What follows belongs to an exercise in optimizing a design on an open flow for small area, a short achievable clock period and few clock cycles per item; a production flow would make more cautious choices.
RTL that was checked went through simulation tests only; none was proved equivalent to the original.
Only the layout flow was run in run 4; the RTL was not checked for function there.
Power and IR drop assume default switching activity.

==> design.v <==
`timescale 1ns/10ps
module ELA(clk, rst, in_data, data_rd, req, wen, addr, data_wr, done);
	input				clk;
	input				rst;
	input		[7:0]	in_data;
	input		[7:0]	data_rd;
	output reg			req;
	output reg			wen;
	output reg	[9:0]	addr;
	output reg	[7:0]	data_wr;
	output reg			done;
reg [3:0] state, next_state;
parameter IDLE=0, STORE=1, BUFF=2, CALL_L=3, CALL=4, CALL_R=5, ELA_L=6, ELA=7, ELA_R=8, FIN=9;
reg [7:0] data_sv [0:7];	 
reg [4:0] num;	 
reg [7:0] D_1, D_2, D_3;	 
reg finish;	 
reg [9:0] addr_n;
reg [4:0] num_n;
reg req_n, wen_n, done_n, finish_n;
reg [7:0] data_wr_n;
always @(posedge clk, posedge rst) begin
	if(rst) state <= IDLE;
	else state <= next_state;
end
always @(*) begin
	case(state)
		IDLE: begin
			if(!rst) next_state = STORE;
			else next_state = IDLE;
		end
		STORE: begin
			if(addr == 991) next_state = BUFF;
			else next_state = STORE;
		end
		BUFF: next_state = CALL_L;
		CALL_L: begin
			if(finish) next_state = FIN;
			else if(num==3) next_state = ELA_L;
			else next_state = CALL_L;
		end
		ELA_L: next_state = CALL;
		CALL: begin
			if(num==7) next_state = ELA;
			else next_state = CALL;
		end
		ELA: begin
			if((addr+2)%64==0) next_state = CALL_R;
			else next_state = CALL;
		end
		CALL_R: begin
			if(num==3) next_state = ELA_R;
			else next_state = CALL_R;
		end
		ELA_R: next_state = CALL_L;
		FIN: next_state = FIN;
		default: next_state = IDLE;
	endcase
end
always @(*) begin
	addr_n = addr;
	num_n = num;
	req_n = req;
	wen_n = wen;
	done_n = done;
	finish_n = finish;
	data_wr_n = data_wr;
	D_1 = 0;
	D_2 = 0;
	D_3 = 0;
	case(state)
		IDLE: begin
			addr_n = 10'b11_1111_1110;	 
			done_n = 0;
			finish_n = 0;
			req_n = 0;
		end
		STORE: begin
			wen_n = 1;
			data_wr_n = in_data;
			if(addr == 10'b11_1111_1110) begin
				req_n = 1;	 
				addr_n = addr + 1;
			end else if((addr+1)%32==0 && !req) begin	 
				addr_n = addr + 32;	 
				req_n = 1;	 
			end else begin
				addr_n = addr + 1;
				req_n = 0;
			end
		end
		BUFF: begin
			wen_n = 0;
			num_n = 0;
			addr_n = 10'b11_1111_1111;
		end
		CALL_L: begin
			wen_n = 0;
			if(addr == 10'b11_1111_1111) addr_n = 0;
			else if(num==0) addr_n = addr + 1;
			else if(num==1) addr_n = addr + 64;
			num_n = num + 1;
		end
		ELA_L: begin
			wen_n = 1;
			num_n = 0;
			addr_n = addr - 32;
			data_wr_n = (data_sv[1] + data_sv[2]) / 2;	 
		end
		CALL: begin
			wen_n = 0;
			case(num)
				0: addr_n = addr - 32;
				3: addr_n = addr + 62;
				6: addr_n = addr - 33;
				7: addr_n = addr;
				default: addr_n = addr + 1;
			endcase
			num_n = num + 1;
		end
		ELA: begin
			wen_n = 1;
			num_n = 0;
			if(data_sv[1] > data_sv[6]) D_1 = data_sv[1] - data_sv[6];
			else D_1 = data_sv[6] - data_sv[1];
			if(data_sv[2] > data_sv[5]) D_2 = data_sv[2] - data_sv[5];
			else D_2 = data_sv[5] - data_sv[2];
			if(data_sv[3] > data_sv[4]) D_3 = data_sv[3] - data_sv[4];
			else D_3 = data_sv[4] - data_sv[3];
			if(D_2 <= D_1) begin
				if(D_2 <= D_3) begin
					data_wr_n = (data_sv[2] + data_sv[5]) / 2;
				end else begin
					data_wr_n = (data_sv[3] + data_sv[4]) / 2;
				end
			end else begin
				if(D_1 <= D_3) begin
					data_wr_n = (data_sv[1] + data_sv[6]) / 2;
				end else begin
					data_wr_n = (data_sv[3] + data_sv[4]) / 2;
				end
			end
		end
		CALL_R: begin
			wen_n = 0;
			if(num==0) addr_n = addr - 31;
			else if(num==1) addr_n = addr + 64;
			num_n = num + 1;
		end
		ELA_R: begin
			wen_n = 1;
			num_n = 0;
			addr_n = addr - 32;
			data_wr_n = (data_sv[1] + data_sv[2]) / 2;
			if(addr_n==959) finish_n = 1;	 
		end
		FIN: begin
			done_n = 1;
		end
		default: addr_n = addr;
	endcase
end
always @(posedge clk, posedge rst) begin
	if(rst) begin
		addr <= 10'b11_1111_1110;
		num <= 0;
		req <= 0;
		wen <= 0;
		done <= 0;
		finish <= 0;
	end else begin
		addr <= addr_n;
		num <= num_n;
		req <= req_n;
		wen <= wen_n;
		done <= done_n;
		finish <= finish_n;
	end
end
always @(posedge clk) begin
	data_wr <= data_wr_n;
	if(state==CALL_L || state==CALL || state==CALL_R) data_sv[num[2:0]] <= data_rd;	 
end
endmodule
==> run.sh <==
#!/bin/bash
# synth_recipe.tcl (not shown) runs the flow's synth.tcl, then flattens the netlist and writes it again
# the make line also repeats each setting of config.mk as NAME=value (left out here)
make -C /OpenROAD-flow-scripts/flow DESIGN_CONFIG=/design/flow/config.mk WORK_HOME=/design/flow/orfs CLKGATE_MAP_FILE= SYNTH_SCRIPT=/design/flow/synth_recipe.tcl finish
==> config.mk <==
export PLATFORM = sky130hd
export DESIGN_NAME = ELA
export DESIGN_NICKNAME = ELA
export VERILOG_FILES = /design/flow/design.v
export SDC_FILE = /design/flow/constraint.sdc
export NUM_CORES = 4
export LEC_CHECK = 0
export CAP_MARGIN = 20
export CORE_MARGIN = 2
export CORE_UTILIZATION = 40
export PLACE_DENSITY = 0.6
export SLEW_MARGIN = 20
==> constraint.sdc <==
create_clock -name core_clock -period 6.0 [get_ports {clk}]
set_input_delay 1.2000 -clock core_clock [delete_from_list [all_inputs] [get_ports {clk}]]
set_output_delay 1.2000 -clock core_clock [all_outputs]
set_load 0.01 [all_outputs]
==> results of run 1 <==
## layout by cell type (no fill, tap or decap), types with 20 or more instances in the layout
cell / instances
a21oi_1: 59
clkdlybuf4s50_1: 38
edfxtp_1: 56
ha_1: 115
inv_1: 93
mux2i_1: 25
nand2_1: 82
nand2b_1: 20
nand3_1: 32
nor2_1: 72
nor3_1: 31
o21ai_0: 51
xnor2_1: 38
## flip-flops by register name, summed over array words and instances (netlist names)
register / cells
finish: 1
data_wr: 8
wen: 1
done: 1
state: 4
addr: 10
req: 1
num: 5
data_sv: 48
## critical path: cells and delay by family, from the launching register on
family                     cells  cell delay (ps)
AOI/OAI and AO/OA              7             1640
buffers and inverters          2              420
and+or+nand+nor                8             1560
muxes                          1              160
adders and majority gates      2              850
xor gates and xnor gates       1              270
DFF                            1              430
## power by group through the flow
stage                     clock, mW  sequential, mW  combinational [mW]
final                         0.620           0.589              0.0369
after global routing          0.658           0.589              0.0393
after CTS                     0.631           0.590              0.0375
after detailed placement          0           0.601              0.0374
after global placement            0           0.601              0.0374
after floorplan                   0           0.602             0.00592
## worst min-delay path by stage
stage / start / end / slack, ps / cells past startpoint
floorplan: finish$_DFFE_PP0P_ / finish$_DFFE_PP0P_ / 530 / 2
global placement: done$_DFFE_PP0P_ / done$_DFFE_PP0P_ / 510 / 2
global route: done$_DFFE_PP0P_ / done$_DFFE_PP0P_ / 550 / 2
CTS: done$_DFFE_PP0P_ / done$_DFFE_PP0P_ / 530 / 2
detailed placement: done$_DFFE_PP0P_ / done$_DFFE_PP0P_ / 510 / 2
finish: done$_DFFE_PP0P_ / done$_DFFE_PP0P_ / 530 / 2
## metal layers
layer / up-vias / track usage
met5: - / 0
met4: 0 / 0.0952
met3: 47 / 0.0415
met2: 261 / 0.338
met1: 3689 / 0.303
li1: 3759 / -
## per-stage QoR
step | instances | area (sq um) | hold slack, ps | worst slack [ps]
floorplan | 1028 | 8780 | 534 | 723
global placement | 1312 | 9410 | 506 | 453
detailed placement | 1312 | 9410 | 511 | 364
CTS | 1328 | 9740 | 533 | 343
global route | 1328 | 9740 | 550 | 53.3
finish | 1328 | 9740 | 533 | 418
## final cells by class
| cell class | instances | share of cell area |
|---|---|---|
| Multi-Input combinational cell | 811 | 0.615 |
| Sequential cell | 79 | 0.233 |
| Timing Repair Buffer | 47 | 0.0460 |
| Inverter | 95 | 0.0366 |
| Tap cell | 280 | 0.0360 |
| Clock buffer | 9 | 0.0231 |
| Clock inverter | 7 | 0.0107 |
## cell families after synthesis
family,after synthesis,synth area share
compound gates,280,0.219
xor+xnor,52,0.0519
fa+ha+maj,125,0.187
buf+inv,138,0.0617
flops,79,0.258
mux,34,0.0400
simple gates,320,0.182
==> impl_metrics.py, run 1 <==
metrics = {
    "detailed_routing": {
        "wl_met3_mm": 1.62,
        "highest_layer": "met4",
        "drt-initial-drc-count": 633,
        "drcViolationCount": 0,
        "wl_per_cell_microns": 19.4,
        "dr_total_vias": 7756,
        "vias_per_cell": 5.84,
        "wl_met1_mm": 11.8,
        "totalWireLength_mm": 25.7,
        "dr_wl_met2_mm": 11.3,
        "ant_nets": 0,
        "drt_first_pass_iters": 5,
    },
    "synth": {
        "synthCells": 1028,
        "synth_edf_count": 56,
        "synth_flop_cell": "edfxtp_1",
        "yosysSeqAreaShare": 0.258,
        "netlist.area_leader.share": 0.191,
        "synth_top_area_cell": "edfxtp_1",
        "synth_area_sq_um": 8780,
        "synthesis.nets": 1171,
        "synth.area.top_cells": "edfxtp_1 (19%), ha_1 (16%), inv_1 (4.0%), dfrtp_1 (4.0%), xnor2_1 (3.8%)",
        "ys_top_cells_by_count": "ha_1 (115), inv_1 (94), nand2_1 (82), nor2_1 (72), a21oi_1 (59)",
        "yosysWarningCount": 1,
        "synth.distinct_cells": 85,
        "synth.most_common_cell": "ha_1",
        "synth-async-reset-ratio": 0.291,
        "synth.avg_cell_area_sq_um": 8.54,
        "synth_seq_cells": 79,
    },
    "sta": {
        "finalSetupViolations": 0,
        "slew_headroom": 0.203,
        "tightest_slew_ps": 1180,
        "layout_min_cycle_time_ps": 5580,
        "clock_skew_ps": 12.5,
        "timing.final.crit_share": 0.930,
        "final-max-slew-violation-count": 0,
        "rsz0062_at_grt": "false",
        "fmax_ghz": 0.179,
        "hold_viol_final": 0,
        "setup_tns_ps": 0,
    },
    "floorplan": {
        "dieArea_sq_um": 23200,
        "core_area_sq_um": 21700,
        "core.rowCount": 54,
        "start_util": 0.405,
        "die_h_microns": 152,
        "pin_count": 39,
        "die_x_microns": 152,
    },
    "setup_path": {
        "cp_slowest_cell": "ha_1",
        "worst_setup_path_end_kind": "flop",
        "slowest_delay_ps": 550,
        "path_max_fanout": 24,
        "crit_arrival_ps": 5680,
        "crit_end": "data_wr[7]$_DFFE_PP_",
        "cp-start-kind": "flop",
        "reg2reg_slack_ps": 420,
        "worstRegToRegCells": 21,
        "critical_path_class": "reg2reg",
        "r2r_end": "data_wr[7]$_DFFE_PP_",
        "critPathLaunch": "data_sv[2][3]$_DFFE_PP_",
        "reg2reg_from": "data_sv[2][3]$_DFFE_PP_",
        "worstPathCellList": "ha_1 -> nand3_1 -> a21oi_2 -> o31ai_1 -> buf_4 -> or3b_2 -> a31oi_1 -> nor3b_1 -> or2_2 -> xnor2_1 -> ha_1 -> a211oi_1 -> o21a_1 -> and2_1 -> o221a_2 -> nor4_2 -> buf_4 -> nand2b_1 -> mux2i_1 -> nor3_1 -> a311o_1",
        "crit_required_ps": 6100,
    },
    "status": {
        "status": "finished clean",
    },
    "pwr": {
        "powerDensity_nw_per_um2": 128,
        "power.share.clock": 0.498,
        "leakage_nw": 4.06,
        "seqPwrFrac": 0.473,
        "ir_drop_uv": 141,
        "power_frac_comb": 0.030,
        "total_power_mw": 1.25,
        "sw_frac_of_total": 0.217,
        "p_int_mw": 0.976,
        "p_sw_mw": 0.270,
    },
    "run": {
        "maxCapViolCount": 0,
    },
    "layout": {
        "finalNetCount": 1186,
        "area_delta_synth_final_pct": 10.9,
        "drive_gt1_frac": 0.0706,
        "regArea_sq_um": 2270,
        "postLayoutCoreUtil": 0.449,
        "multiInputGateArea_sq_um": 5990,
        "fillers": 2115,
        "n_antenna_cell": 0,
    },
    "placed_design": {
        "portBuffers": 38,
        "gp_congestion": 0.895,
        "dp_hpwl_mm": 20.4,
    },
    "clock_tree": {
        "h-tree-depth": 3,
        "cts_inserted_buffers": 9,
        "clk-insertion-delay-late_ps": 360,
        "cts_buffer_depth": 2,
        "cts_root_buf": "clkbuf_16",
        "cts_setup_buffers": 0,
        "path_clk_slew_ps": 70,
        "cts.sinks": 79,
        "postCtsHoldBufs": 0,
        "tritoncts": "built",
        "cts_resized": 0,
    },
    "global_routing": {
        "grt_pass1_vias": 7343,
        "antenna_found_initial": 1,
        "grt_max_degree": 25,
        "overflow": 0,
        "grtUsageTotal": 0.220,
        "grt_pass1_wl_mm": 40.2,
    },
    "worst_hold_path": {
        "hp-class": "reg2reg",
    },
}
Testbench counts, summed over its fixed seeds: cycles 75,728, images 16.
==> run 2: changes to the inputs <==
==> design.v (replaced) <==
`timescale 1ns/10ps
module ELA(clk, rst, in_data, data_rd, req, wen, addr, data_wr, done);
	input				clk;
	input				rst;
	input		[7:0]	in_data;
	input		[7:0]	data_rd;
	output reg			req;
	output reg			wen;
	output reg	[9:0]	addr;
	output reg	[7:0]	data_wr;
	output reg			done;
localparam START = 2'd0, ARR = 2'd1, INT = 2'd2, FIN = 2'd3;
reg [1:0] state;
reg [1:0] phase;
reg [7:0] q0, q1, q2, q3, q4, q5, q6, q7, q8;
reg [1:0] sel;
wire [7:0] d1 = (q7 > q0) ? q7 - q0 : q0 - q7;
wire [7:0] d2 = (q4 > q3) ? q4 - q3 : q3 - q4;
wire [7:0] d3 = (q1 > q6) ? q1 - q6 : q6 - q1;
wire edge_col = (addr[4:1] == 4'b1111);
reg [1:0] sel_n;
always @(*) begin
	if (edge_col || (d2 <= d1 && d2 <= d3)) sel_n = 2'd0;
	else if (d2 > d1 && d1 <= d3) sel_n = 2'd1;
	else sel_n = 2'd2;
end
reg [7:0] pa, pb;
always @(*) begin
	case (sel)
		2'd1: begin pa = q8; pb = q1; end
		2'd2: begin pa = q2; pb = q7; end
		default: begin pa = q5; pb = q4; end
	endcase
end
wire [8:0] sum = pa + pb;
always @(posedge clk) begin
	q0 <= data_rd; q1 <= q0; q2 <= q1; q3 <= q2; q4 <= q3;
	q5 <= q4; q6 <= q5; q7 <= q6; q8 <= q7;
	sel <= sel_n;
	if (state == ARR || (state == START && req)) data_wr <= in_data;
	else if (state == INT && phase == 2'd0) data_wr <= sum[8:1];
end
always @(posedge clk, posedge rst) begin
	if (rst) begin
		state <= START;
		phase <= 2'd0;
		req <= 1'b0;
		wen <= 1'b0;
		done <= 1'b0;
		addr <= 10'd0;
	end else begin
		case (state)
			START: begin
				req <= 1'b1;
				if (req) begin
					state <= ARR;
					wen <= 1'b1;
					addr <= 10'd0;
				end
			end
			ARR: begin
				if (addr == 10'd991) begin
					state <= INT;
					wen <= 1'b0;
					phase <= 2'd0;
					addr <= 10'd0;
				end else if (addr[4:0] == 5'd31) addr <= addr + 10'd33;
				else addr <= addr + 10'd1;
			end
			INT: begin
				case (phase)
					2'd0: begin
						phase <= 2'd1;
						addr <= addr + 10'd64;
					end
					2'd1: begin
						phase <= 2'd2;
						wen <= 1'b1;
						if (addr[4:1] == 4'b0000) addr <= addr - 10'd66;
						else addr <= addr - 10'd34;
					end
					default: begin
						phase <= 2'd0;
						wen <= 1'b0;
						if (addr == 10'd959) begin
							state <= FIN;
							done <= 1'b1;
						end else if (addr[4:0] == 5'd29 || addr[4:1] == 4'b1111) addr <= addr + 10'd3;
						else addr <= addr - 10'd29;
					end
				endcase
			end
			default: begin
				wen <= 1'b0;
				done <= 1'b1;
			end
		endcase
	end
end
endmodule
--- a/config.mk
+++ b/config.mk
@@ -10,3 +10,4 @@
 export CORE_UTILIZATION = 40
 export PLACE_DENSITY = 0.6
+export SETUP_SLACK_MARGIN = 3.0
 export SLEW_MARGIN = 20
==> impl_metrics.py, run 2 <==
metrics = {
    "clock_tree": {
        "postCtsHoldBufs": 0,
        "cts_inserted_buffers": 9,
        "cts_root_buf": "clkbuf_16",
        "path_clk_slew_ps": 80,
        "cts.sinks": 99,
        "h-tree-depth": 3,
        "cts_buffer_depth": 2,
        "tritoncts": "built",
        "clk-insertion-delay-late_ps": 360,
    },
    "sta": {
        "rsz0062_at_grt": "true",
        "timing.final.crit_share": 0.749,
        "finalSetupViolations": 0,
        "hold_viol_final": 0,
        "slew_headroom": 0.546,
        "final-max-slew-violation-count": 0,
        "fin_hold_ws_ps": 349,
        "tightest_slew_ps": 681,
        "fmax_ghz": 0.222,
        "clock_skew_ps": 7.81,
        "setup_tns_ps": 0,
        "layout_min_cycle_time_ps": 4500,
    },
    "detailed_routing": {
        "drcViolationCount": 0,
        "totalWireLength_mm": 16.9,
        "wl_per_cell_microns": 16.5,
        "drt-initial-drc-count": 285,
        "drt_first_pass_iters": 5,
        "dr_total_vias": 5567,
        "vias_per_cell": 5.43,
        "ant_nets": 0,
    },
    "layout": {
        "postLayoutCoreUtil": 0.490,
        "n_antenna_cell": 0,
        "final_area_sq_um": 8070,
        "largest_reg_flops": 10,
        "finalNetCount": 919,
        "area_delta_synth_final_pct": 20.5,
        "final_cell_mix": "inv_1 (88), ha_1 (83), dfxtp_1 (71)",
        "final_common_cell": "inv_1",
        "drive_gt1_frac": 0.142,
    },
    "synth": {
        "synth_seq_cells": 99,
        "netlist.area_leader.share": 0.221,
        "yosysWarningCount": 1,
        "synth.most_common_cell": "ha_1",
        "synth_flop_cell": "dfxtp_1",
        "synthesis.nets": 861,
        "synth.distinct_cells": 72,
        "synth_edf_count": 8,
        "synth_top_area_cell": "dfxtp_1",
        "ys_top_cells_by_count": "ha_1 (94), inv_1 (91), dfxtp_1 (74), nand2_1 (60), a21oi_1 (49)",
        "synth-async-reset-ratio": 0.172,
        "synth.avg_cell_area_sq_um": 9.03,
        "synthCells": 742,
        "synth.area.top_cells": "dfxtp_1 (22%), ha_1 (18%), dfrtp_1 (6.4%), inv_1 (5.1%), a21oi_1 (3.7%)",
        "synth_area_sq_um": 6700,
        "yosysSeqAreaShare": 0.321,
    },
    "setup_path": {
        "path_max_fanout": 6,
        "critical_path_class": "reg2reg",
        "crit_required_ps": 6250,
        "crit_arrival_ps": 4750,
        "worst_setup_path_end_kind": "flop",
        "cp-start-kind": "flop",
    },
    "pwr": {
        "p_int_mw": 1.58,
        "powerDensity_nw_per_um2": 319,
        "leakage_nw": 3.78,
        "ir_drop_uv": 156,
        "power.share.clock": 0.238,
        "total_power_mw": 2.57,
        "power_frac_comb": 0.477,
        "seqPwrFrac": 0.285,
        "p_sw_mw": 0.995,
        "sw_frac_of_total": 0.387,
    },
    "global_routing": {
        "grt_pass1_wl_mm": 27.3,
        "grt_pass1_vias": 5486,
        "grtUsageTotal": 0.192,
        "grt_max_degree": 20,
        "antenna_found_initial": 0,
        "overflow": 0,
    },
    "floorplan": {
        "die_x_microns": 133,
        "core.rowCount": 47,
        "die_h_microns": 133,
        "start_util": 0.407,
        "core_area_sq_um": 16500,
        "dieArea_sq_um": 17800,
        "pin_count": 39,
    },
    "placed_design": {
        "portBuffers": 38,
        "dp_hpwl_mm": 12.7,
        "gp_congestion": 0.870,
        "placed_area_sq_um": 7300,
    },
    "status": {
        "status": "finished clean",
    },
    "worst_hold_path": {
        "hp-class": "reg2reg",
    },
    "run": {
        "maxCapViolCount": 0,
    },
}
run 2: changes by cell type in the layout (fill, tap and decap cells not counted), sizes merged, moves of 15 or more:
| cell | before | now |
|---|---|---|
| nand3 | 32 | 14 |
| dfxtp | 0 | 74 |
| nand2b | 20 | 5 |
| nor3 | 33 | 9 |
| nand2 | 82 | 60 |
| ha | 115 | 94 |
| nor2 | 72 | 28 |
| buf | 9 | 32 |
| edfxtp | 56 | 8 |
| xnor2 | 38 | 21 |
run 2: kinds of logic (layout without fill, tap and decap cells):
family | count (synthesis) | after routing | synth area share
AO/OA/AOI/OAI | 204 | 204 | 0.202
AND/OR/NAND/NOR | 153 | 153 | 0.112
buffers and inverters | 115 | 178 | 0.0700
adder cells (fa/ha/maj) | 104 | 104 | 0.201
flip-flops | 99 | 99 | 0.321
XOR/XNOR | 40 | 40 | 0.0523
multiplexers | 27 | 27 | 0.0428
run 2: path summary, 6_finish.rpt:
| check | from | endpoint | slack [ps] | cells past startpoint |
|---|---|---|---|---|
| worst min-delay path | q2[1]$_DFF_P_ | q3[1]$_DFF_P_ | 350 | 0 |
| min in group asynchronous | rst | addr[5]$_DFFE_PP0P_ | 1240 | 2 |
| worst max register to register | q4[0]$_DFF_P_ | sel[1]$_SDFF_PP0_ | 1500 | 22 |
| worst max-delay path | q4[0]$_DFF_P_ | sel[1]$_SDFF_PP0_ | 1500 | 22 |
| max in group asynchronous | rst | addr[0]$_DFFE_PP0P_ | 4280 | 2 |
| worst min register to register | q2[1]$_DFF_P_ | q3[1]$_DFF_P_ | 350 | 0 |
run 2: power by group through the flow:
stage | clock network (mW) | logic (mW) | registers [mW]
after floorplan | 0 | 0.799 | 0.737
after global placement | 0 | 1.02 | 0.743
after detailed placement | 0 | 1.04 | 0.745
after CTS | 0.625 | 1.14 | 0.733
after global routing | 0.652 | 1.36 | 0.739
final | 0.611 | 1.23 | 0.734
run 2: what timing repair did:
item / in CTS / in global routing
endpoints found under the setup margin: 9 / 7
setup buffers: 13 / 17
resized for setup: 24 / 33
pin swaps: 5 / 16
run 2: metal layers:
metal  global-route usage  routed length, microns  up-vias
met1                0.257                    7820     2674
li1                     -                       -     2711
met4               0.0603                     304        0
met3               0.0312                     849       30
met5                    0                       0        -
met2                0.318                    7930      152
run 2: metrics by stage:
step	setup slack [ps]	cells
after floorplan	1890	742
after global placement	1550	978
after detailed placement	1410	979
after CTS	1580	1008
after global routing	1380	1025
final	1500	1025
run 2: final cells by class:
type / instances / area, sq um
timing repair buffer: 70 / 644
tap: 220 / 275
clock buffer: 10 / 250
multi-input combinational: 528 / 4330
sequential: 99 / 2160
fill: 1570 / 8400
inverter: 92 / 348
clock inverter: 6 / 60.1
run 2: worst max-delay path, stage by stage, from the launching register on:
cell	delay (ps)
dfxtp_2	330
inv_2	50
ha_4	130
inv_4	40
fa_2	350
nand3_2	90
a21oi_2	60
o32ai_2	310
buf_6	210
mux2i_4	260
o22ai_2	120
or4b_4	530
and3b_2	240
nor3_4	270
ha_4	240
nand4_1	110
nor2_1	60
a211o_1	260
o21a_1	120
a31oi_1	150
nor3b_4	250
a311oi_2	60
o2bb2ai_1	130
Testbench counts of run 2, summed over its fixed seeds: cycles 31,360, images 16.
==> run 3: changes to the inputs <==
--- a/config.mk
+++ b/config.mk
@@ -10,4 +10,3 @@
 export CORE_UTILIZATION = 40
 export PLACE_DENSITY = 0.6
-export SETUP_SLACK_MARGIN = 3.0
 export SLEW_MARGIN = 20
==> impl_metrics.py, run 3 <==
metrics = {
    "status": {
        "status": "finished clean",
    },
    "floorplan": {
        "die_x_microns": 133,
        "start_util": 0.407,
        "core.rowCount": 47,
        "pin_count": 39,
        "core_area_sq_um": 16500,
        "die_h_microns": 133,
        "dieArea_sq_um": 17800,
    },
    "synth": {
        "netlist.area_leader.share": 0.221,
        "synth_seq_cells": 99,
        "synth.area.top_cells": "dfxtp_1 (22%), ha_1 (18%), dfrtp_1 (6.4%), inv_1 (5.1%), a21oi_1 (3.7%)",
        "synth.distinct_cells": 72,
        "synth_top_area_cell": "dfxtp_1",
        "synth_area_sq_um": 6700,
        "yosysWarningCount": 1,
        "synthCells": 742,
        "yosysSeqAreaShare": 0.321,
        "synthesis.nets": 861,
        "synth_edf_count": 8,
        "ys_top_cells_by_count": "ha_1 (94), inv_1 (91), dfxtp_1 (74), nand2_1 (60), a21oi_1 (49)",
        "synth.most_common_cell": "ha_1",
        "synth.avg_cell_area_sq_um": 9.03,
        "synth_flop_cell": "dfxtp_1",
        "synth-async-reset-ratio": 0.172,
    },
    "layout": {
        "final_cell_mix": "ha_1 (94), inv_1 (91), dfxtp_1 (74)",
        "regArea_sq_um": 2150,
        "largest_reg_flops": 10,
        "final_common_cell": "ha_1",
        "fillers": 1573,
        "finalNetCount": 889,
        "drive_gt1_frac": 0.0516,
        "n_antenna_cell": 0,
        "final_cells": 995,
        "multiInputGateArea_sq_um": 4080,
        "area_delta_synth_final_pct": 12.7,
    },
    "clock_tree": {
        "clk-insertion-delay-late_ps": 360,
        "postCtsHoldBufs": 0,
        "path_clk_slew_ps": 80,
        "cts_resized": 0,
        "cts.sinks": 99,
        "tritoncts": "built",
        "cts_buffer_depth": 2,
        "cts_inserted_buffers": 9,
        "cts_root_buf": "clkbuf_16",
        "h-tree-depth": 3,
        "cts_setup_buffers": 0,
    },
    "placed_design": {
        "dp.cells": 979,
        "place_ws_ps": 1090,
        "portBuffers": 38,
        "dp_hpwl_mm": 12.4,
        "gp_congestion": 0.845,
    },
    "sta": {
        "finalSetupViolations": 0,
        "setup_tns_ps": 0,
        "final-max-slew-violation-count": 0,
        "hold_viol_final": 0,
        "layout_min_cycle_time_ps": 4930,
        "tightest_slew_ps": 932,
        "slew_headroom": 0.379,
        "fmax_ghz": 0.203,
        "rsz0062_at_grt": "false",
        "fin_ws_ps": 1070,
        "fin_hold_ws_ps": 353,
        "clock_skew_ps": 8.04,
        "timing.final.crit_share": 0.821,
    },
    "detailed_routing": {
        "drcViolationCount": 0,
        "drt-initial-drc-count": 413,
        "vias_per_cell": 5.42,
        "drt_first_pass_iters": 7,
        "wl_per_cell_microns": 16.0,
        "ant_nets": 0,
        "dr_total_vias": 5391,
        "totalWireLength_mm": 16.0,
    },
    "pwr": {
        "ir_drop_uv": 159,
        "power.share.clock": 0.252,
        "total_power_mw": 2.38,
        "sw_frac_of_total": 0.388,
        "powerDensity_nw_per_um2": 315,
        "p_sw_mw": 0.923,
        "leakage_nw": 3.61,
        "power_frac_comb": 0.442,
        "seqPwrFrac": 0.306,
        "p_int_mw": 1.46,
    },
    "setup_path": {
        "worst_setup_path_end_kind": "flop",
        "reg2reg_from": "q3[1]$_DFF_P_",
        "worstRegToRegCells": 19,
        "r2r_end": "sel[1]$_SDFF_PP0_",
        "cp-start-kind": "flop",
        "crit_required_ps": 6290,
        "path_max_fanout": 12,
        "critPathLaunch": "q3[1]$_DFF_P_",
        "crit_arrival_ps": 5220,
        "critical_path_class": "reg2reg",
        "reg2reg_slack_ps": 1070,
    },
    "worst_hold_path": {
        "whs_endpoint": "q3[2]$_DFF_P_",
        "whs_path_depth": 0,
        "hold_start": "q2[2]$_DFF_P_",
        "hp-class": "reg2reg",
    },
    "global_routing": {
        "overflow": 0,
        "antenna_found_initial": 0,
        "grt_pass1_wl_mm": 26.3,
        "grt_pass1_vias": 5260,
        "grt_max_degree": 31,
        "grtUsageTotal": 0.185,
    },
    "run": {
        "maxCapViolCount": 0,
    },
}
## run 3: worst max path at each step
| stage | slack (ps) | to |
|---|---|---|
| 3_5_place_dp | 1090 | sel[1]$_SDFF_PP0_ |
| 6_report | 1070 | sel[1]$_SDFF_PP0_ |
| 5_1_grt | 710 | sel[1]$_SDFF_PP0_ |
| 3_3_place_gp | 1160 | sel[1]$_SDFF_PP0_ |
| 2_1_floorplan | 1680 | sel[1]$_SDFF_PP0_ |
| 4_1_cts | 1060 | sel[1]$_SDFF_PP0_ |
## run 3: cell families (layout without fill, tap and decap cells)
family	count (synthesis)	count (layout)	share of synthesized area
adder cells (fa/ha/maj)	104	104	0.201
AND/OR/NAND/NOR	153	153	0.112
multiplexers	27	27	0.0428
XOR/XNOR	40	40	0.0523
AO/OA/AOI/OAI	204	204	0.202
flip-flops	99	99	0.321
buffers and inverters	115	148	0.0700
## run 3: area by class of cell
type,instances,area share
Tap cell,220,0.0365
Clock inverter,6,0.00696
Inverter,92,0.0457
Timing Repair Buffer,40,0.0524
Clock buffer,10,0.0332
Sequential cell,99,0.284
Multi-Input combinational cell,528,0.541
## run 3: stage by stage
stage               instance area (sq um)  utilization
finish                               7550        0.458
CTS                                  7550        0.458
floorplan                            6700            -
detailed placement                   7250        0.440
global placement                     7250        0.440
global route                         7550        0.458
## run 3: per-layer routing
layer,vias up,routed length [microns],track usage
met3,22,733,0.0365
met1,2581,7870,0.259
met5,-,0,0
li1,2651,-,-
met4,0,235,0.0585
met2,137,7120,0.287
## run 3: worst max-delay path: stages (launching register included)
cell and delay, ps:
dfxtp_1 430, inv_1 110, fa_1 460, nand3_1 130
a21oi_2 70, o32ai_2 230, buf_4 270, mux2_1 410
or4b_4 580, and3b_1 180, nor3_1 350, ha_1 320
nand4_1 120, nor2_1 60, a211o_1 300, o21a_1 120
a31oi_1 120, nor3b_2 310, nand3b_1 130, o2bb2ai_1 150
## run 3: power by group through the flow
stage               registers, mW  logic [mW]  clock network [mW]
global route                0.734        1.16               0.641
global placement            0.743        1.01                   0
floorplan                   0.736       0.795                   0
detailed placement          0.744        1.04                   0
CTS                         0.729        1.04               0.613
finish                      0.730        1.05               0.600
==> run 4: changes to the inputs <==
--- a/design.v
+++ b/design.v
@@ -13,14 +13,15 @@
 reg [1:0] state;
 reg [1:0] phase;
-reg [7:0] q0, q1, q2, q3, q4, q5, q6, q7, q8;
+reg [7:0] q0, q1, q2, q3, q4, q5, q6, q7, q8, q9;
+reg [7:0] e1, e2, e3;
 reg [1:0] sel;
+reg edge_d;
 wire [7:0] d1 = (q7 > q0) ? q7 - q0 : q0 - q7;
 wire [7:0] d2 = (q4 > q3) ? q4 - q3 : q3 - q4;
 wire [7:0] d3 = (q1 > q6) ? q1 - q6 : q6 - q1;
-wire edge_col = (addr[4:1] == 4'b1111);
 reg [1:0] sel_n;
 always @(*) begin
-	if (edge_col || (d2 <= d1 && d2 <= d3)) sel_n = 2'd0;
-	else if (d2 > d1 && d1 <= d3) sel_n = 2'd1;
+	if (edge_d || (e2 <= e1 && e2 <= e3)) sel_n = 2'd0;
+	else if (e2 > e1 && e1 <= e3) sel_n = 2'd1;
 	else sel_n = 2'd2;
 end
@@ -28,7 +29,7 @@
 always @(*) begin
 	case (sel)
-		2'd1: begin pa = q8; pb = q1; end
-		2'd2: begin pa = q2; pb = q7; end
-		default: begin pa = q5; pb = q4; end
+		2'd1: begin pa = q9; pb = q2; end
+		2'd2: begin pa = q3; pb = q8; end
+		default: begin pa = q6; pb = q5; end
 	endcase
 end
@@ -36,8 +37,10 @@
 always @(posedge clk) begin
 	q0 <= data_rd; q1 <= q0; q2 <= q1; q3 <= q2; q4 <= q3;
-	q5 <= q4; q6 <= q5; q7 <= q6; q8 <= q7;
+	q5 <= q4; q6 <= q5; q7 <= q6; q8 <= q7; q9 <= q8;
+	e1 <= d1; e2 <= d2; e3 <= d3;
+	edge_d <= (addr[4:1] == 4'b1111);
 	sel <= sel_n;
 	if (state == ARR || (state == START && req)) data_wr <= in_data;
-	else if (state == INT && phase == 2'd0) data_wr <= sum[8:1];
+	else if (state == INT && phase == 2'd1) data_wr <= sum[8:1];
 end
 always @(posedge clk, posedge rst) begin
==> impl_metrics.py, run 4 <==
metrics = {
    "synth": {
        "netlist.area_leader.share": 0.295,
        "synth_top_area_cell": "dfxtp_1",
        "synth_area_sq_um": 7260,
        "synth_edf_count": 8,
        "synth.area.top_cells": "dfxtp_1 (30%), ha_1 (16%), dfrtp_1 (5.9%), inv_1 (4.7%), edfxtp_1 (3.3%)",
        "synthesis.nets": 879,
        "ys_top_cells_by_count": "dfxtp_1 (107), ha_1 (95), inv_1 (91), a21oi_1 (46), nand2_1 (40)",
        "synth.avg_cell_area_sq_um": 9.56,
        "yosysWarningCount": 1,
        "synthCells": 759,
        "synth.distinct_cells": 72,
        "synth-async-reset-ratio": 0.129,
        "synth.most_common_cell": "dfxtp_1",
        "yosysSeqAreaShare": 0.387,
        "synth_seq_cells": 132,
        "synth_flop_cell": "dfxtp_1",
    },
    "setup_path": {
        "worst_setup_path_end_kind": "flop",
        "path_max_fanout": 30,
        "reg2reg_slack_ps": 2720,
        "cp-start-kind": "flop",
        "critical_path_class": "reg2reg",
        "crit_arrival_ps": 3430,
        "crit_end": "data_wr[7]$_DFFE_PP_",
        "r2r_end": "data_wr[7]$_DFFE_PP_",
        "reg2reg_from": "sel[0]$_SDFF_PP0_",
        "critPathLaunch": "sel[0]$_SDFF_PP0_",
        "worstRegToRegCells": 12,
        "crit_required_ps": 6150,
    },
    "clock_tree": {
        "tritoncts": "built",
        "cts_inserted_buffers": 17,
        "postCtsHoldBufs": 0,
        "cts.sinks": 132,
        "cts_setup_buffers": 0,
        "h-tree-depth": 4,
        "cts_resized": 0,
        "cts_root_buf": "clkbuf_16",
        "path_clk_slew_ps": 60,
        "cts_buffer_depth": 2,
        "clk-insertion-delay-late_ps": 410,
    },
    "run": {
        "maxCapViolCount": 0,
    },
    "layout": {
        "final_area_sq_um": 8450,
        "multiInputGateArea_sq_um": 3980,
        "area_delta_synth_final_pct": 16.4,
        "n_antenna_cell": 0,
        "final_cell_mix": "dfxtp_1 (107), ha_1 (95), inv_1 (91)",
        "regArea_sq_um": 2810,
        "finalNetCount": 913,
        "postLayoutCoreUtil": 0.472,
        "fillers": 1717,
        "drive_gt1_frac": 0.0620,
        "largest_reg_flops": 10,
        "final_common_cell": "dfxtp_1",
        "final_cells": 1035,
    },
    "floorplan": {
        "pin_count": 39,
        "dieArea_sq_um": 19200,
        "die_x_microns": 139,
        "core_area_sq_um": 17900,
        "die_h_microns": 139,
        "start_util": 0.405,
        "core.rowCount": 49,
    },
    "detailed_routing": {
        "ant_nets": 0,
        "vias_per_cell": 5.20,
        "drt-initial-drc-count": 347,
        "drcViolationCount": 0,
        "totalWireLength_mm": 16.5,
        "drt_first_pass_iters": 5,
        "dr_total_vias": 5381,
        "wl_per_cell_microns": 15.9,
    },
    "pwr": {
        "powerDensity_nw_per_um2": 382,
        "total_power_mw": 3.23,
        "leakage_nw": 4.04,
        "ir_drop_uv": 223,
    },
    "sta": {
        "rsz0062_at_grt": "false",
        "fin_hold_ws_ps": 350,
        "tightest_slew_ps": 759,
        "setup_tns_ps": 0,
        "clock_skew_ps": 8.09,
        "fin_ws_ps": 2720,
        "hold_viol_final": 0,
        "fmax_ghz": 0.305,
        "slew_headroom": 0.494,
        "layout_min_cycle_time_ps": 3280,
        "finalSetupViolations": 0,
        "timing.final.crit_share": 0.546,
        "final-max-slew-violation-count": 0,
    },
    "status": {
        "status": "finished clean",
    },
    "global_routing": {
        "overflow": 0,
        "antenna_found_initial": 0,
        "grtUsageTotal": 0.174,
        "grt_pass1_vias": 5210,
        "grt_pass1_wl_mm": 26.7,
        "grt_max_degree": 31,
    },
    "placed_design": {
        "portBuffers": 38,
        "dp_hpwl_mm": 12.6,
        "place_ws_ps": 2790,
        "placed_area_sq_um": 7800,
        "dp.cells": 1003,
        "gp_congestion": 0.858,
    },
    "worst_hold_path": {
        "whs_path_depth": 0,
        "hp-class": "reg2reg",
    },
}
==> run 4: changes by cell type in the layout (fill, tap and decap cells not counted), moves of 5 or more <==
cell	previous run	this run
o21ai_0	47	36
nand2_1	60	40
mux2_2	9	3
xor2_1	19	13
o21ai_1	3	11
a22oi_1	15	9
and3_1	3	11
clkbuf_16	10	17
xnor2_1	21	16
nand2b_1	5	10
nor2b_1	4	15
dfxtp_1	74	107
==> run 4: critical path, cell delays in order, from the launching register on <==
cell	delay, ps
dfxtp_1	340
inv_1	60
ha_1	780
a21boi_0	360
nor2_1	90
fa_1	410
a21o_1	170
a21oi_1	200
o21bai_1	90
a21oi_1	220
o21bai_1	90
a21oi_1	130
o21ai_0	70
==> run 4: report_power, final <==
group          switching (mW)  leakage [nW]  internal [mW]
combinational           0.605          2.53          0.482
sequential             0.0560          1.19          0.970
clock                   0.404         0.316          0.711
==> run 4: cells by family (layout without fill, tap and decap cells) <==
| group | count (synthesis) | count (layout) | synth area share |
|---|---|---|---|
| muxes | 23 | 23 | 0.0324 |
| DFF | 132 | 132 | 0.387 |
| xor gates and xnor gates | 29 | 29 | 0.0350 |
| buffers and inverters | 117 | 164 | 0.0652 |
| and+or+nand+nor | 151 | 151 | 0.104 |
| adders and majority gates | 102 | 102 | 0.183 |
| AOI/OAI and AO/OA | 205 | 205 | 0.194 |
==> run 4: layout make-up <==
cell class | instances | area share
Clock buffer | 18 | 0.0520
Clock inverter | 14 | 0.0233
Inverter | 94 | 0.0418
Multi-Input combinational cell | 510 | 0.472
Sequential cell | 132 | 0.332
Tap cell | 229 | 0.0339
Timing Repair Buffer | 38 | 0.0450
==> run 4: how the worst min path moves through the flow <==
stage,startpoint,to
final,q6[7]$_DFF_P_,q7[7]$_DFF_P_
after CTS,q6[7]$_DFF_P_,q7[7]$_DFF_P_
after global placement,q6[7]$_DFF_P_,q7[7]$_DFF_P_
after global routing,q6[7]$_DFF_P_,q7[7]$_DFF_P_
after detailed placement,q6[7]$_DFF_P_,q7[7]$_DFF_P_
after floorplan,q5[0]$_DFF_P_,q6[0]$_DFF_P_
==> run 4: metal layers <==
| layer | GRT usage | share of wire |
|---|---|---|
| met2 | 0.282 | 0.46 |
| met5 | 0 | 0 |
| met4 | 0.0590 | 0.012 |
| met3 | 0.0321 | 0.041 |
| met1 | 0.235 | 0.49 |

## re-timing with driven ports
The flow's constraints put no driver on any port. The routed layouts listed below were extracted and timed again, unchanged, in two steps.
Step 1: set_driving_cell puts a clkbuf_16 on clk and a buf_2 on each other input, an assumption about the parent block.
Step 2, shift: input delay + t, output delay - t, t = (earliest + latest rising clock arrival at the registers) / 2. This alone moves slack from input paths to output paths.
Three values: ideal ports, drivers, drivers and shift; two values: the first two.
run | t, ns | slack for setup (ns) | worst setup path after step 2 | worst data-port slew with drivers (ns) | pins driven straight from the clock port
run 1 | 0.400 | 0.418 / 0.418 / 0.418 | register to register | 0.04 | 1
run 2 | 0.393 | 1.504 / 1.504 / 1.504 | register to register | 0.03 | 1
run 3 | 0.394 | 1.072 / 1.072 / 1.072 | register to register | 0.04 | 1
run 4 | 0.453 | 2.724 / 2.724 / 2.724 | register to register | 0.04 | 1
After both steps every run listed still meets setup and hold.
